What follows belongs to an exercise in optimizing a design on an open flow for small area; a production flow would make more cautious choices.
In this exercise RTL edits were held to simulation tests only and were not proved equivalent to the original.
No activity file was given, so power comes from the tool's default toggle rates.

## PE
module PE(clk, rst, bias, co_prob, perturb_prob, parent_gene0, parent_gene1, child_gene);
Size: about 120 I/O pins, roughly 2500 um2 of cells after synthesis.
export LEC_CHECK = 0
export CAP_MARGIN = 0
export CORE_MARGIN = 2
export CORE_UTILIZATION = 55
export GPL_TIMING_DRIVEN = 0
export SLEW_MARGIN = 0
create_clock -name core_clock -period 5.0 [get_ports {clk}]
standard.sh (not shown) runs the stock make flow with config.mk's settings and CLKGATE_MAP_FILE= SYNTH_SCRIPT=/design/flow/synth_recipe.tcl, a recipe that flattens the netlist after the stock synthesis.
==> flow/flow/run.sh <==
#!/bin/bash
# Own layout flow for the PE.
#
# 1. the standard synthesis (standard.sh synth), unchanged.
# 2. Its netlist is replaced by flow/netlist.v, a hand-mapped netlist of the
#    same RTL (generated by gen/gen.py) that keeps exactly the standard
#    synthesis's registers: same instance names and cell types (checked
#    here by check_regs.py; the flow stops if they differ).
# 3. the standard layout (standard.sh finish) from that netlist, with:
#    - every input and output port buffered by a sky130 buf_1
#      (buffer_ports otherwise picks clkdlybuf4s50_1, which is larger);
#    - clock tree synthesis with small clock buffers and no dummy loads.
# Each tool's output goes to a log file of its own in this folder.
set -euo pipefail
export BUFFER_PORTS_ARGS="-buffer_cell sky130_fd_sc_hd__buf_1"
export CTS_ARGS="-repair_clock_nets -dont_use_dummy_load -buf_list {sky130_fd_sc_hd__clkbuf_16}"
R=orfs/results/${FLOW_PLATFORM}/PE/base
bash standard.sh synth > make_synth.log 2>&1
cp $R/1_2_yosys.v standard_synth.v
python3 flow/check_regs.py standard_synth.v flow/netlist.v > check_regs.log 2>&1 || { cat check_regs.log; exit 1; }
cp flow/netlist.v $R/1_2_yosys.v
rm -f $R/1_synth.odb
bash standard.sh finish > make_finish.log 2>&1
Other scripts of this flow, unchanged in this note and not shown: flow/flow/check_regs.py, flow/flow/netlist.v
The baseline completed with no timing, DRC or antenna violations.
Next try:
--- a/flow/flow/run.sh
+++ b/flow/flow/run.sh
@@ -14,5 +14,5 @@
 set -euo pipefail
 export BUFFER_PORTS_ARGS="-buffer_cell sky130_fd_sc_hd__buf_1"
-export CTS_ARGS="-repair_clock_nets -dont_use_dummy_load -buf_list {sky130_fd_sc_hd__clkbuf_16}"
+export CTS_ARGS="-sink_clustering_enable -sink_clustering_size 30 -sink_clustering_max_diameter 150 -sink_clustering_levels 1 -repair_clock_nets -dont_use_dummy_load -buf_list {sky130_fd_sc_hd__clkbuf_8}"
 R=orfs/results/${FLOW_PLATFORM}/PE/base
 bash standard.sh synth > make_synth.log 2>&1
Die area is unchanged.
Hold slack got worse by 0.0093 ns.
Sequential power is about the same.
Critical path depth stays the same.
Clock power shrinks by 33%.
Sequential cell count does not change.
Non-clock buffer count stays the same.
Via count grows by 0.61%.
Total power shrinks by 12%.
Setup slack improved by 0.0053 ns.
Final area shrinks by about 1.8%.

== trial 94 ==
PE, a different RTL version from the one above (not shown whole).
For scale: about 250 cells after synthesis, about 2500 µm² of cells after synthesis.
export LEC_CHECK = 0
export CAP_MARGIN = 0
export CORE_MARGIN = 2
export CORE_UTILIZATION = 55
export GPL_TIMING_DRIVEN = 0
export SLEW_MARGIN = 0
create_clock -name core_clock -period 5.0 [get_ports {clk}]
==> flow/flow/run.sh <==
#!/bin/bash
# Own layout flow for the PE.
#
# 1. the standard synthesis (standard.sh synth), unchanged.
# 2. Its netlist is replaced by flow/netlist.v, a hand-mapped netlist of the
#    same RTL (generated by gen/gen.py) that keeps exactly the standard
#    synthesis's registers: same instance names and cell types (checked
#    here by check_regs.py; the flow stops if they differ).
# 3. the standard layout (standard.sh finish) from that netlist, with:
#    - every input and output port buffered by a sky130 buf_1
#      (buffer_ports otherwise picks clkdlybuf4s50_1, which is larger);
#    - clock tree synthesis with small clock buffers and no dummy loads.
# Each tool's output goes to a log file of its own in this folder.
set -euo pipefail
export BUFFER_PORTS_ARGS="-buffer_cell sky130_fd_sc_hd__buf_1"
export CTS_ARGS="-sink_clustering_enable -repair_clock_nets -dont_use_dummy_load -buf_list {sky130_fd_sc_hd__clkbuf_4 sky130_fd_sc_hd__clkbuf_8}"
R=orfs/results/${FLOW_PLATFORM}/PE/base
bash standard.sh synth > make_synth.log 2>&1
cp $R/1_2_yosys.v standard_synth.v
python3 flow/check_regs.py standard_synth.v flow/netlist.v > check_regs.log 2>&1 || { cat check_regs.log; exit 1; }
cp flow/netlist.v $R/1_2_yosys.v
rm -f $R/1_synth.odb
bash standard.sh finish > make_finish.log 2>&1
Other scripts of this flow, unchanged in this note and not shown: flow/flow/check_regs.py, flow/flow/netlist.v
The following lists how trial 97 was set up differently from trial 94:
- CORE_UTILIZATION: 55 -> 65
[summary]
- Delta (trial 97 minus trial 94): via count of the routed design went up by 86; worst hold slack barely changed; die area lower.

The RTL this note starts from:
==> flow/design.v <==
`timescale 1ns/100ps
module PE(clk, rst, bias, co_prob, perturb_prob, parent_gene0, parent_gene1, child_gene);
input clk;
input rst;
input bias;
input [7:0] co_prob;
input [7:0] perturb_prob;
input [31:0] parent_gene0;
input [31:0] parent_gene1;
output [31:0] child_gene;
reg [7:0] st;
wire [7:0] st_next;
assign st_next[0] = ~(st[0] ^ st[3] ^ st[4]);
assign st_next[1] = st[2] ^ st[3] ^ st[4] ^ st[5] ^ st[7];
assign st_next[2] = st[0] ^ st[2] ^ st[3] ^ st[6];
assign st_next[3] = st[1] ^ st[2] ^ st[3] ^ st[4];
assign st_next[4] = st[0] ^ st[3] ^ st[4] ^ st[5];
assign st_next[5] = ~(st[2] ^ st[4] ^ st[5]);
assign st_next[6] = st[0] ^ st[7];
assign st_next[7] = st[0] ^ st[3] ^ st[4] ^ st[7];
always @(posedge clk, posedge rst)
begin
    if (rst)
        st <= 8'h28;
    else
        st <= st_next;
end
wire [7:0] s0;
assign s0[0] = st[7];
assign s0[1] = ~(st[0] ^ st[7]);
assign s0[2] = ~(st[6]);
assign s0[3] = st[2] ^ st[4] ^ st[5];
assign s0[4] = ~(st[5]);
assign s0[5] = st[0] ^ st[4];
assign s0[6] = ~(st[1] ^ st[5] ^ st[7]);
assign s0[7] = ~(st[1] ^ st[3]);
wire [7:0] s1;
assign s1[0] = st[2] ^ st[5];
assign s1[1] = ~(st[0] ^ st[1] ^ st[6]);
assign s1[2] = ~(st[0] ^ st[1] ^ st[2] ^ st[3] ^ st[5] ^ st[6]);
assign s1[3] = st[0] ^ st[1] ^ st[2] ^ st[3] ^ st[7];
assign s1[4] = st[0] ^ st[1] ^ st[3] ^ st[5];
assign s1[5] = st[0] ^ st[3] ^ st[5] ^ st[6] ^ st[7];
assign s1[6] = st[1] ^ st[2] ^ st[6] ^ st[7];
assign s1[7] = st[0] ^ st[2] ^ st[3] ^ st[4] ^ st[5] ^ st[6];
wire [7:0] s2;
assign s2[0] = st[5] ^ st[7];
assign s2[1] = st[4] ^ st[7];
assign s2[2] = ~(st[1] ^ st[5] ^ st[6] ^ st[7]);
assign s2[3] = st[1] ^ st[2] ^ st[3] ^ st[4] ^ st[5];
assign s2[4] = ~(st[0] ^ st[3] ^ st[4]);
assign s2[5] = st[0];
assign s2[6] = ~(st[0] ^ st[6] ^ st[7]);
assign s2[7] = st[2] ^ st[4] ^ st[5] ^ st[6];
wire [7:0] s3;
assign s3[0] = ~(st[6]);
assign s3[1] = st[2] ^ st[4] ^ st[5];
assign s3[2] = ~(st[5]);
assign s3[3] = st[0] ^ st[4];
assign s3[4] = ~(st[1] ^ st[5] ^ st[7]);
assign s3[5] = ~(st[1] ^ st[3]);
assign s3[6] = ~(st[0] ^ st[3] ^ st[4] ^ st[5]);
assign s3[7] = ~(st[4]);
wire [7:0] m0n;
assign m0n[0] = st[1] ^ st[2] ^ st[3] ^ st[4] ^ st[5];
assign m0n[1] = ~(st[0] ^ st[3] ^ st[4]);
assign m0n[2] = st[0];
assign m0n[3] = ~(st[0] ^ st[6] ^ st[7]);
assign m0n[4] = st[2] ^ st[4] ^ st[5] ^ st[6];
assign m0n[5] = st[2] ^ st[4];
assign m0n[6] = st[0] ^ st[4] ^ st[5];
assign m0n[7] = st[0] ^ st[1] ^ st[4] ^ st[5] ^ st[7];
wire [7:0] m1n;
assign m1n[0] = st[4] ^ st[6] ^ st[7];
assign m1n[1] = st[1] ^ st[2] ^ st[4] ^ st[6] ^ st[7];
assign m1n[2] = st[1] ^ st[2] ^ st[3] ^ st[4];
assign m1n[3] = st[3];
assign m1n[4] = st[0] ^ st[1] ^ st[5] ^ st[7];
assign m1n[5] = ~(st[0] ^ st[1] ^ st[3] ^ st[6] ^ st[7]);
assign m1n[6] = st[0] ^ st[2] ^ st[3] ^ st[6];
assign m1n[7] = st[2];
wire [7:0] m2n;
assign m2n[0] = st[4] ^ st[5] ^ st[6] ^ st[7];
assign m2n[1] = ~(st[0] ^ st[1] ^ st[2] ^ st[6] ^ st[7]);
assign m2n[2] = st[2] ^ st[3] ^ st[4] ^ st[5] ^ st[7];
assign m2n[3] = st[1];
assign m2n[4] = st[1] ^ st[3] ^ st[4] ^ st[7];
assign m2n[5] = ~(st[0] ^ st[1] ^ st[3] ^ st[4] ^ st[6] ^ st[7]);
assign m2n[6] = st[1] ^ st[2] ^ st[3] ^ st[5];
assign m2n[7] = ~(st[1] ^ st[3] ^ st[4] ^ st[5] ^ st[6]);
wire [7:0] m3n;
assign m3n[0] = st[0] ^ st[2] ^ st[3] ^ st[4];
assign m3n[1] = ~(st[0] ^ st[1] ^ st[4] ^ st[6]);
assign m3n[2] = ~(st[2] ^ st[3]);
assign m3n[3] = ~(st[0] ^ st[4] ^ st[5] ^ st[6] ^ st[7]);
assign m3n[4] = ~(st[1] ^ st[2]);
assign m3n[5] = ~(st[3] ^ st[6] ^ st[7]);
assign m3n[6] = ~(st[1] ^ st[2] ^ st[4]);
assign m3n[7] = ~(st[0] ^ st[1] ^ st[3] ^ st[5] ^ st[7]);
wire [31:0] s_all = {s3, s2, s1, s0};
wire [31:0] m_all = {m3n, m2n, m1n, m0n};
reg [3:0] csel;
reg [31:0] child_n;
integer i;
always @(posedge clk)
begin
    for (i = 0; i < 4; i = i + 1) begin
        if (rst)
            csel[i] <= 1'b0;
        else
            csel[i] <= (co_prob > s_all[8*i +: 8]) ^ bias;
        child_n[8*i +: 8] <= ~((perturb_prob > s_all[8*i +: 8]) ? m_all[8*i +: 8] :
                               csel[i] ? parent_gene1[8*i +: 8] : parent_gene0[8*i +: 8]);
    end
end
assign child_gene = ~child_n;
endmodule
clock: 5.0 ns
lec_check: 0
cap_margin: 0
core_margin: 2
core_utilization: 55
gpl_timing_driven: 0
slew_margin: 0
==> flow/flow/run.sh <==
#!/bin/bash
# Own layout flow for the PE.
#
# 1. the standard synthesis (standard.sh synth), unchanged.
# 2. Its netlist is replaced by flow/netlist.v, a hand-mapped netlist of the
#    same RTL (generated by gen/gen.py) that keeps exactly the standard
#    synthesis's registers: same instance names and cell types (checked
#    here by check_regs.py; the flow stops if they differ).
# 3. the standard layout (standard.sh finish) from that netlist, with:
#    - every input and output port buffered by a sky130 buf_1
#      (buffer_ports otherwise picks clkdlybuf4s50_1, which is larger);
#    - clock tree synthesis with small clock buffers and no dummy loads.
# Each tool's output goes to a log file of its own in this folder.
set -euo pipefail
export BUFFER_PORTS_ARGS="-buffer_cell sky130_fd_sc_hd__buf_1"
export CTS_ARGS="-sink_clustering_enable -sink_clustering_size 24 -sink_clustering_max_diameter 200 -sink_clustering_buffer sky130_fd_sc_hd__clkbuf_8 -repair_clock_nets -dont_use_dummy_load -buf_list {sky130_fd_sc_hd__clkbuf_8}"
R=orfs/results/${FLOW_PLATFORM}/PE/base
bash standard.sh synth > make_synth.log 2>&1
cp $R/1_2_yosys.v standard_synth.v
python3 flow/check_regs.py standard_synth.v flow/netlist.v > check_regs.log 2>&1 || { cat check_regs.log; exit 1; }
cp flow/netlist.v $R/1_2_yosys.v
rm -f $R/1_synth.odb
bash standard.sh finish > make_finish.log 2>&1
Other scripts of this flow, unchanged in this note and not shown: flow/flow/check_regs.py, flow/flow/netlist.v
Next try:
--- a/flow/flow/run.sh
+++ b/flow/flow/run.sh
@@ -15,3 +15,3 @@
 export BUFFER_PORTS_ARGS="-buffer_cell sky130_fd_sc_hd__buf_1"
-export CTS_ARGS="-sink_clustering_enable -sink_clustering_size 24 -sink_clustering_max_diameter 200 -sink_clustering_buffer sky130_fd_sc_hd__clkbuf_8 -repair_clock_nets -dont_use_dummy_load -buf_list {sky130_fd_sc_hd__clkbuf_8}"
+export CTS_ARGS="-sink_clustering_enable -repair_clock_nets -dont_use_dummy_load -buf_list {sky130_fd_sc_hd__clkbuf_4 sky130_fd_sc_hd__clkbuf_8}"
 R=orfs/results/${FLOW_PLATFORM}/PE/base
Setup slack is unchanged.
Die area is unchanged.
Register-to-register slack is about the same.
Via count stays the same.
Global-route usage is unchanged.
Next try:
--- a/flow/flow/run.sh
+++ b/flow/flow/run.sh
@@ -15,3 +15,3 @@
 export BUFFER_PORTS_ARGS="-buffer_cell sky130_fd_sc_hd__buf_1"
-export CTS_ARGS="-sink_clustering_enable -repair_clock_nets -dont_use_dummy_load -buf_list {sky130_fd_sc_hd__clkbuf_4 sky130_fd_sc_hd__clkbuf_8}"
+export CTS_ARGS="-sink_clustering_enable -repair_clock_nets -dont_use_dummy_load -buf_list {sky130_fd_sc_hd__clkbuf_8} -sink_clustering_size 30 -sink_clustering_max_diameter 150"
 R=orfs/results/${FLOW_PLATFORM}/PE/base
Settings changed: CORE_UTILIZATION 55 to 65.
After rerunning:
- worst setup slack loses 0.049 ns
- sequential cell count stays the same
- routed wire length goes up by 2.5%
- utilization goes up by 13 points
- combinational power barely changes
- area after synthesis is unchanged
Next try:
--- a/flow/flow/run.sh
+++ b/flow/flow/run.sh
@@ -15,3 +15,3 @@
 export BUFFER_PORTS_ARGS="-buffer_cell sky130_fd_sc_hd__buf_1"
-export CTS_ARGS="-sink_clustering_enable -repair_clock_nets -dont_use_dummy_load -buf_list {sky130_fd_sc_hd__clkbuf_8} -sink_clustering_size 30 -sink_clustering_max_diameter 150"
+export CTS_ARGS="-sink_clustering_enable -sink_clustering_size 50 -sink_clustering_max_diameter 500 -repair_clock_nets -dont_use_dummy_load -buf_list {sky130_fd_sc_hd__clkbuf_16}"
 R=orfs/results/${FLOW_PLATFORM}/PE/base
Settings changed: CORE_UTILIZATION 65 to 55.
The new run went through all stages and came out clean. Sequential cell count stays the same. Final cell count increases by about 1%. Maximum frequency increases by 0.91%. Die area grows by 17%. Setup slack improved by 0.044 ns. Clock skew fell by 0.0057 ns. Combinational power hardly moves. Register-to-register slack improved by 0.04 ns.
Next try:
--- a/flow/flow/run.sh
+++ b/flow/flow/run.sh
@@ -15,3 +15,3 @@
 export BUFFER_PORTS_ARGS="-buffer_cell sky130_fd_sc_hd__buf_1"
-export CTS_ARGS="-sink_clustering_enable -sink_clustering_size 50 -sink_clustering_max_diameter 500 -repair_clock_nets -dont_use_dummy_load -buf_list {sky130_fd_sc_hd__clkbuf_16}"
+export CTS_ARGS="-sink_clustering_enable -repair_clock_nets -dont_use_dummy_load -buf_list {sky130_fd_sc_hd__clkbuf_4 sky130_fd_sc_hd__clkbuf_8}"
 R=orfs/results/${FLOW_PLATFORM}/PE/base
Settings changed: CORE_UTILIZATION 55 to 65.
Sequential share of layout area went up by 0.58 points. Area after synthesis is unchanged. Final cell count fell slightly.

-- what the ideal ports hide --
The results above use ideal ports. As a check the final layouts listed here were re-extracted and re-timed, cells and wires unchanged. Step 1 (the two cells are an assumption about what drives the block):
set clk [get_ports {clk}]
set_driving_cell -lib_cell sky130_fd_sc_hd__clkbuf_16 $clk
set_driving_cell -lib_cell sky130_fd_sc_hd__buf_2 [delete_from_list [all_inputs] $clk]
Step 2, shift: input delay + t, output delay - t, t = (earliest + latest rising clock arrival at the registers) / 2. This alone moves slack from input paths to output paths. Three values: ideal ports, drivers, drivers and shift; two values: the first two.
run | t (ns) | setup WS [ns] | hold WS [ns] | clock arrival spread, ns | worst register clock-pin slew, ns
the first run of note 1 | 0.306 | 0.234 / 0.234 / 0.207 | 0.703 / 0.703 / 0.703 | 0.012 / 0.012 | 0.06 / 0.06
the second run of note 1 | 0.316 | 0.240 / 0.240 / 0.239 | 0.693 / 0.693 / 0.693 | 0.024 / 0.024 | 0.09 / 0.09
trial 94 | 0.317 | 0.313 / 0.313 / 0.189 | 0.593 / 0.593 / 0.593 | 0.009 / 0.009 | 0.08 / 0.08
trial 97 | 0.315 | 0.168 / 0.168 / 0.159 | 0.595 / 0.595 / 0.595 | 0.012 / 0.013 | 0.08 / 0.08
the first run of note 3 | 0.316 | 0.240 / 0.240 / 0.239 | 0.693 / 0.693 / 0.693 | 0.024 / 0.024 | 0.09 / 0.09
the second run of note 3 | 0.316 | 0.240 / 0.240 / 0.239 | 0.693 / 0.693 / 0.693 | 0.024 / 0.024 | 0.09 / 0.09
the third run of note 3 | 0.309 | 0.191 / 0.191 / 0.174 | 0.707 / 0.707 / 0.707 | 0.018 / 0.018 | 0.09 / 0.09
the fourth run of note 3 | 0.306 | 0.234 / 0.234 / 0.207 | 0.703 / 0.703 / 0.703 | 0.012 / 0.012 | 0.06 / 0.06
the fifth run of note 3 | 0.309 | 0.191 / 0.191 / 0.174 | 0.707 / 0.707 / 0.707 | 0.018 / 0.018 | 0.09 / 0.09
After both steps every run listed still meets setup and hold. For trial 94, which loses most, drivers alone change the setup slack by 0.000 ns; drivers and shift together by -0.124 ns.
